Source: an optimization exercise on an open RTL-to-GDS flow (aim: small area, a short achievable clock period and few clock cycles). Production flows keep margins and buffers that such runs may drop.
The RTL was checked by simulation tests, not by an equivalence proof against the original design.

==> job 3713 <==
==> flow/design.v (excerpt) <==
module riscv (input  logic        clk, clr,
              input  logic [31:0] RD_instr, RD_data,
              output logic [31:0] PCF,
              output logic [31:0] ALUResultM, WriteDataM,
              output logic        MemWriteM,
              output logic [3:0]  byteEnable);
export LEC_CHECK = 0
export ABC_AREA = 1
export CAP_MARGIN = 20
export CORE_MARGIN = 2
export CORE_UTILIZATION = 40
export SLEW_MARGIN = 20
create_clock -name core_clock -period 12.0 [get_ports {clk}]
standard.sh (not shown) runs the stock make flow with config.mk's settings and CLKGATE_MAP_FILE= SYNTH_SCRIPT=/design/flow/synth_recipe.tcl, a recipe that flattens the netlist after the stock synthesis.
==> flow/flow/run.sh <==
#!/bin/bash
set -euo pipefail
bash standard.sh SETUP_SLACK_MARGIN=7.5 finish > standard_flow.log 2>&1
==> job 9388: changes against job 3713 <==
--- a/flow/design.v
+++ b/flow/design.v
@@ -1940,18 +1940,21 @@
               input  logic [31:0] RD_instr, RD_data,
               output logic [31:0] PCF,
               output logic [31:0] ALUResultM, WriteDataM,
               output logic        MemWriteM,
               output logic [3:0]  byteEnable);
-    logic        stallF, redirE;
+    logic        stallF, redirE, predF;
+    logic [31:0] pcTgtF;
     logic [31:0] targetE;
     logic [31:1] pcF;
     assign PCF = {pcF, 1'b0};
     always_ff @(posedge clk or posedge clr)
         if (clr)          pcF <= '0;
         else if (redirE)  pcF <= targetE[31:1];
-        else if (!stallF) pcF <= pcF + 31'd1 + 31'd1;
+        else if (stallF)  pcF <= pcF;
+        else if (predF)   pcF <= pcTgtF[31:1];
+        else              pcF <= pcF + 31'd1 + 31'd1;
     wire [31:0] iF   = RD_instr;
     wire [4:0]  op   = iF[6:2];
     wire [2:0]  f3   = iF[14:12];
     wire [4:0]  rdF  = iF[11:7];
     wire [4:0]  rs1F = iF[19:15];
@@ -1973,11 +1976,13 @@
     wire [31:0] immI = {{20{iF[31]}}, iF[31:20]};
     wire [31:0] immS = {{20{iF[31]}}, iF[31:25], iF[11:7]};
     wire [31:0] immB = {{20{iF[31]}}, iF[7], iF[30:25], iF[11:8], 1'b0};
     wire [31:0] immJ = {{12{iF[31]}}, iF[19:12], iF[20], iF[30:21], 1'b0};
     wire [31:0] immU = {iF[31:12], 12'b0};
-    wire [31:0] immF = (isLUI | isAUIPC) ? immU : isJAL ? immJ : isBr ? immB : isSt ? immS : immI;
+    assign predF  = isJAL | isBr & iF[31];
+    assign pcTgtF = {pcF, 1'b0} + (iF[3] ? immJ : immB);
+    wire [31:0] immF = (isLUI | isAUIPC) ? immU : predF ? 32'd4 : isBr ? immB : isSt ? immS : immI;
     wire subF   = isOp & iF[30] & (f3 == 3'b000) | (isAlu & f3[2:1] == 2'b01) | isBr;
     wire selAdd = isAlu & (f3 == 3'b000) | isLd | isSt;
     wire selSlt = isAlu & (f3[2:1] == 2'b01);
     wire selSh  = isAlu & (f3[1:0] == 2'b01);
     wire selXor = isAlu & (f3 == 3'b100);
@@ -2005,39 +2010,38 @@
         for (int k = 1; k < 32; k++) begin
             r1F = r1F | ({32{(rs1F == k) & ~wdec[k]}} & regs[k]);
             r2F = r2F | ({32{(rs2F == k) & ~wdec[k]}} & regs[k]);
         end
     end
-    logic        regwE, isLdE, isMulE, isStE, isBrE, isJALE, isJALRE;
+    logic        regwE, isLdE, isMulE, isStE, isBrE, isJALRE, predE;
     logic [4:0]  rdE;
     logic [31:0] aE, bE, immE;
     logic [31:1] pcE;
     logic [2:0]  f3E;
     logic        fAME, fAWE, fBME, fBWE;
     logic        subE, selAddE, selSltE, selShE, selXorE, selOrE, selAndE, bImmE;
-    logic        selLuiE, selAuipcE, selLinkE;
+    logic        selLuiE, selAuipcE, selLinkE;    
     logic        shLeftE, shArithE, saE, sbE, mulHiE;
     logic        regwM, isLdM, isMulM, mulHiM;
     logic [4:0]  rdM;
     logic [2:0]  f3M;
     assign stallF = (isLdE | isMulE) & regwE &
                     ((useRs1 & (rdE == rs1F)) | (useRs2 & (rdE == rs2F)));
     wire bubble = stallF | redirE;
     always_ff @(posedge clk or posedge clr)
         if (clr) begin
             regwE <= 1'b0; isLdE <= 1'b0; isMulE <= 1'b0; isStE <= 1'b0;
-            isBrE <= 1'b0; isJALE <= 1'b0; isJALRE <= 1'b0;
+            isBrE <= 1'b0; isJALRE <= 1'b0;
         end else if (bubble) begin
             regwE <= 1'b0; isLdE <= 1'b0; isMulE <= 1'b0; isStE <= 1'b0;
-            isBrE <= 1'b0; isJALE <= 1'b0; isJALRE <= 1'b0;
+            isBrE <= 1'b0; isJALRE <= 1'b0;
         end else begin
             regwE   <= writesRd & (rdF != 5'd0);
             isLdE   <= isLd;
             isMulE  <= isMul;
             isStE   <= isSt;
             isBrE   <= isBr;
-            isJALE  <= isJAL;
             isJALRE <= isJALR;
         end
     always_ff @(posedge clk) begin
         rdE  <= rdF;
         aE   <= r1F;
@@ -2050,11 +2054,12 @@
         fBME <= regwE & (rdE == rs2F);
         fBWE <= regwM & (rdM == rs2F) & ~(regwE & (rdE == rs2F));
         subE <= subF;
         selAddE <= selAdd; selSltE <= selSlt; selShE <= selSh; selXorE <= selXor;
         selOrE <= selOr; selAndE <= selAnd; bImmE <= bImm;
-        selLuiE <= isLUI; selAuipcE <= isAUIPC; selLinkE <= isJAL | isJALR;
+        selLuiE <= isLUI; selAuipcE <= isAUIPC | isJAL; selLinkE <= isJALR;
+        predE <= iF[31];
         shLeftE  <= ~f3[2];
         shArithE <= iF[30] & f3[2];
         saE    <= f3[1] ^ f3[0];
         sbE    <= ~f3[1] & f3[0];
         mulHiE <= f3[1] | f3[0];
@@ -2089,11 +2094,11 @@
             2'b00:   taken = eq ^ f3E[0];
             2'b10:   taken = ltS ^ f3E[0];
             2'b11:   taken = ltU ^ f3E[0];
             default: taken = 1'b0;
         endcase
-    assign redirE  = isBrE & taken | isJALE | isJALRE;
+    assign redirE  = isBrE & (taken ^ predE) | isJALRE;
     assign targetE = isJALRE ? {sum[31:1], 1'b0} : pcImmE;
     wire [63:0] prodM;
     mul_booth mul (.clk(clk), .a(A), .b(B), .sa(saE), .sb(sbE), .p(prodM));
     always_ff @(posedge clk or posedge clr)
         if (clr) begin
Settings changed: CORE_UTILIZATION 40 to 65.
==> run summary <==
                                                                             job 3713                   job 9388
Run status                                           no timing/DRC/antenna violations  aborted with a tool error
Stage where the flow stopped                                                        -   global routing (5_1_grt)
XOR/XNOR share of the synthesized area                                         0.0610                     0.0604
Die width                                                                      492 um                     389 um
Complex-gate fraction of the synthesized area                                   0.171                      0.175
Synth cell types                                                                   71                         72
Clock buffer count from CTS                                                       174                        165
Routability congestion estimate from global placement                            1.02                       1.07
Instance area after placement                                               0.102 mm2                  0.101 mm2
Synthesized-area fraction occupied by and/or/nand/nor cells                     0.115                      0.119
Post-CTS Setup Inserts                                                            170                        301
Adder and majority gate portion of the synthesized area                         0.130                      0.132
Number of standard cells after synthesis                                       10,000                     10,300
Placement Setup Slack                                                         4920 ps                    4840 ps
DIE HEIGHT                                                                     492 um                     389 um
Cell area after technology mapping                                         0.0952 mm2                 0.0963 mm2
Row cnt                                                                           179                        141
Total instance count after detailed placement                                  13,100                     12,000
Number of instances resized during post-cts repair                                741                        892
Initial core utilization                                                        0.401                      0.653
Syn Area/Cell                                                                9.48 um2                   9.38 um2
Sequential-to-total area share from yosys stat                                  0.441                      0.436
Total half-perimeter wirelength after legalization and detailed placement      302 mm                     290 mm
Mux contribution to synthesized area                                          0.00231                    0.00252
Top-area cell type share of the netlist area                                    0.323                      0.319
Syn Nets                                                                       10,800                     11,100
Testbench counts of job 3713, summed over its fixed seeds: cycles 18,062.
Testbench counts of job 9388, summed over its fixed seeds: cycles 17,224.

-- separate check: timing with driven ports --
Ports are ideal in the flow. The routed layout listed here was re-timed in OpenROAD.
Step 1 sets driving cells, clkbuf_16 on the clock port and buf_2 on the other inputs (assumed; they add their load-dependent delay and slew).
Step 2, shift: input delay + t, output delay - t, t = (earliest + latest rising clock arrival at the registers) / 2. This alone moves slack from input paths to output paths.
Three values: ideal ports, drivers, drivers and shift; two values: the first two.
run: job 3713
t, ns: 0.943
setup slack, ns: 6.957 / 6.957 / 6.440
worst slew at a driven data input, ns: 0.13
After both steps setup and hold are still met in job 3713. The setup slack of job 3713 moves by 0.000 ns with the drivers and by -0.517 ns with both steps.
